From an optimization exercise on the open Yosys and OpenROAD flow, aimed at small area; shortcuts taken in it are not production practice. The RTL was checked by simulation tests, not by an equivalence proof against the original design. The clock port is modelled as an ideal driver; clocking choices that lean on that would not hold on a real chip. Power figures rest on the tool's default switching activity, not on a simulated workload.

== run A ==
## parking_meter_top
module parking_meter_top(
    input clk,
    input reset,
    input buttonU, buttonL, buttonR, buttonD,
    input switch0, switch1,
    output [3:0] an,
    output [6:0] sseg
);
Size in the first run: ~420 cells after synthesis, ~96 flip-flops, ~0.0039 mm2 of cells after synthesis.
Settings: LEC_CHECK=0, CAP_MARGIN=20, CORE_MARGIN=2, CORE_UTILIZATION=60, SLEW_MARGIN=20; clock period 10.0 ns.
standard.sh (not shown) runs the stock make flow with config.mk's settings and CLKGATE_MAP_FILE= SYNTH_SCRIPT=/design/flow/synth_recipe.tcl, a recipe that flattens the netlist after the stock synthesis.
==> flow/flow/run.sh <==
#!/bin/bash
# Layout: the standard flow (standard synthesis unchanged), with these changes:
#  - port buffers are the smallest buffer, sky130_fd_sc_hd__buf_1;
#  - the clock tree is built by flow/clock_tree.tcl just before the CTS step
#    (which then adds nothing): 10 leaf clock buffers (clkbuf_4), one per group
#    of nearby clock sinks, driven by one root clock buffer (clkbuf_4).
# Each run's full output goes to a log file here; ORFS keeps per-step logs in orfs/logs/.
set -euo pipefail
here=$(pwd)
export BUFFER_PORTS_ARGS="-buffer_cell sky130_fd_sc_hd__buf_1"
export PRE_CTS_TCL="$here/flow/clock_tree.tcl"
export CLOCK_NX=5
export CLOCK_NY=2
export CLOCK_LEAF_BUFFER=sky130_fd_sc_hd__clkbuf_4
export CLOCK_ROOT_BUFFER=sky130_fd_sc_hd__clkbuf_4
export CTS_ARGS="-sink_clustering_enable -dont_use_dummy_load"
bash standard.sh synth > synth.log 2>&1
bash standard.sh > layout.log 2>&1
==> flow/flow/clock_tree.tcl <==
set block [ord::get_db_block]
set dbu [$block getDbUnitsPerMicron]
set nx $::env(CLOCK_NX)
set ny $::env(CLOCK_NY)
set sinks {}
foreach pin [get_pins -of_objects [get_nets clk]] {
  if {[get_property $pin direction] ne "input"} { continue }
  set loc [[sta::sta_to_db_inst [$pin instance]] getLocation]
  lappend sinks [list [lindex $loc 0] [lindex $loc 1] $pin]
}
set sinks [lsort -integer -index 0 $sinks]
set n [llength $sinks]
set groups {}
for {set c 0} {$c < $nx} {incr c} {
  set col [lsort -integer -index 1 [lrange $sinks [expr {$c * $n / $nx}] [expr {($c + 1) * $n / $nx - 1}]]]
  set m [llength $col]
  for {set r 0} {$r < $ny} {incr r} {
    lappend groups [lrange $col [expr {$r * $m / $ny}] [expr {($r + 1) * $m / $ny - 1}]]
  }
}
set nets [list clk]
set leaves {}
set i 0
set lx 0.0
set ly 0.0
foreach g $groups {
  if {[llength $g] == 0} { continue }
  set sx 0.0
  set sy 0.0
  set pins {}
  foreach s $g {
    set sx [expr {$sx + [lindex $s 0]}]
    set sy [expr {$sy + [lindex $s 1]}]
    lappend pins [lindex $s 2]
  }
  set cx [expr {$sx / [llength $g] / $dbu}]
  set cy [expr {$sy / [llength $g] / $dbu}]
  set lx [expr {$lx + $cx}]
  set ly [expr {$ly + $cy}]
  insert_buffer -buffer_cell $::env(CLOCK_LEAF_BUFFER) -net clk -load_pins $pins \
    -location [list $cx $cy] -buffer_name clkleaf$i -net_name clkleaf${i}_net
  puts "clock group $i: [llength $g] sinks, buffer at ($cx, $cy)"
  incr i
}
set_propagated_clock [all_clocks]
foreach pin [get_pins -of_objects [get_nets clk]] {
  if {[get_property $pin direction] eq "output"} { continue }
  lappend leaves $pin
  lappend nets [get_full_name [get_nets -of_objects [get_pins [get_full_name [$pin instance]]/X]]]
}
if {[info exists ::env(CLOCK_ROOT_BUFFER)] && $::env(CLOCK_ROOT_BUFFER) ne ""} {
  insert_buffer -buffer_cell $::env(CLOCK_ROOT_BUFFER) -net clk -load_pins $leaves \
    -location [list [expr {$lx / $i}] [expr {$ly / $i}]] -buffer_name clkroot -net_name clkroot_net
  foreach pin [get_pins -of_objects [get_nets clk]] {
    if {[get_property $pin direction] eq "output"} { continue }
    lappend nets [get_full_name [get_nets -of_objects [get_pins [get_full_name [$pin instance]]/X]]]
  }
}
puts "clock nets: $nets"
set_cts_config -skip_nets $nets
Modified inputs, run B compared to run A
diff --git a/flow/flow/run.sh b/flow/flow/run.sh
--- a/flow/flow/run.sh
+++ b/flow/flow/run.sh
@@ -5,2 +5,2 @@
-#    (which then adds nothing): 10 leaf clock buffers (clkbuf_4), one per group
-#    of nearby clock sinks, driven by one root clock buffer (clkbuf_4).
+#    (which then adds nothing): 6 leaf clock buffers (clkbuf_8), one per group
+#    of nearby clock sinks, driven by one root clock buffer (clkbuf_2).
==> comparison <==
Utilization came out exactly the same in run A and run B.
As far as total of buffers placed on input and output ports goes, run B and run A are indistinguishable; the numbers are identical.
As far as post-detailed-route DRC marker count goes, run B and run A are indistinguishable; the numbers are identical.
Diff run A..run B | minimum clock period | unchanged
Diff run A -> run B: layout overhead on the synthesized area barely changed; global-route usage level; remaining max-slew budget at the tightest pin shows no meaningful change.
The following lists how run C was set up differently from run B:
Settings: CORE_UTILIZATION now 75, was 60.
diff --git a/flow/flow/run.sh b/flow/flow/run.sh
--- a/flow/flow/run.sh
+++ b/flow/flow/run.sh
@@ -12 +12 @@
-export CLOCK_NX=5
+export CLOCK_NX=4
--- outcome ---
Cell area | run C vs run B | run C smaller. Run C has total number of placement rows below what run B had. Going from run B to run C, overall fraction of global-route tracks in use climbed 5.2 points; clock-net power fell by about 8%; utilization moved up.
The inputs of run D differ from those of run C as listed below.
Settings: CORE_UTILIZATION changed from 75 to 60.
diff --git a/flow/flow/run.sh b/flow/flow/run.sh
--- a/flow/flow/run.sh
+++ b/flow/flow/run.sh
@@ -12 +12 @@
-export CLOCK_NX=4
+export CLOCK_NX=3
@@ -14,2 +14,2 @@
-export CLOCK_LEAF_BUFFER=sky130_fd_sc_hd__clkbuf_4
-export CLOCK_ROOT_BUFFER=sky130_fd_sc_hd__clkbuf_4
+export CLOCK_LEAF_BUFFER=sky130_fd_sc_hd__clkbuf_8
+export CLOCK_ROOT_BUFFER=sky130_fd_sc_hd__clkbuf_2
Findings:
- Between run D and run C, the reported net switching power does not differ in any meaningful way.
- From run C to run D the numbers moved as follows: cell total after placement picked up an extra 1.4%, post-route non-filler standard cell count picked up an extra 0.99%, worst setup slack lost 0.095 ns, depth of the most critical reg-to-reg path neither gained nor lost much, routability congestion estimate from global placement lost about 2.5%.
- Layout-stage area growth over the synthesis result: run D > run C
- ~same instance area at placement in run C and run D
- Run D: fmax lower than run C
- Going from run C to run D, worst-skew pair later-pin latency saw an increase, final instance area saw an increase.

## separate check: timing with driven ports
No port has a modelled driver above. Below, the same layouts with a new extraction and two added sets of constraints.
Step 1: set_driving_cell puts a clkbuf_16 on clk and a buf_2 on each other input, an assumption about the parent block.
Step 2 times the ports against the registers' clock, not the clock port: input delays grow and output delays shrink by t, the midpoint of the rising clock arrivals with the driver on.
a / b / c = no drivers / after step 1 / after step 2; a / b = the first two.
run | t, ns | setup slack, ns | latest minus earliest clock arrival (ns)
run A | 0.454 | 3.004 / 2.977 / 3.431 | 0.020 / 0.020
run B | 0.454 | 3.004 / 2.977 / 3.431 | 0.020 / 0.020
run C | 0.435 | 3.065 / 3.041 / 3.476 | 0.015 / 0.014
run D | 0.508 | 2.970 / 2.945 / 3.452 | 0.010 / 0.011
After both steps setup and hold are still met in every run listed.
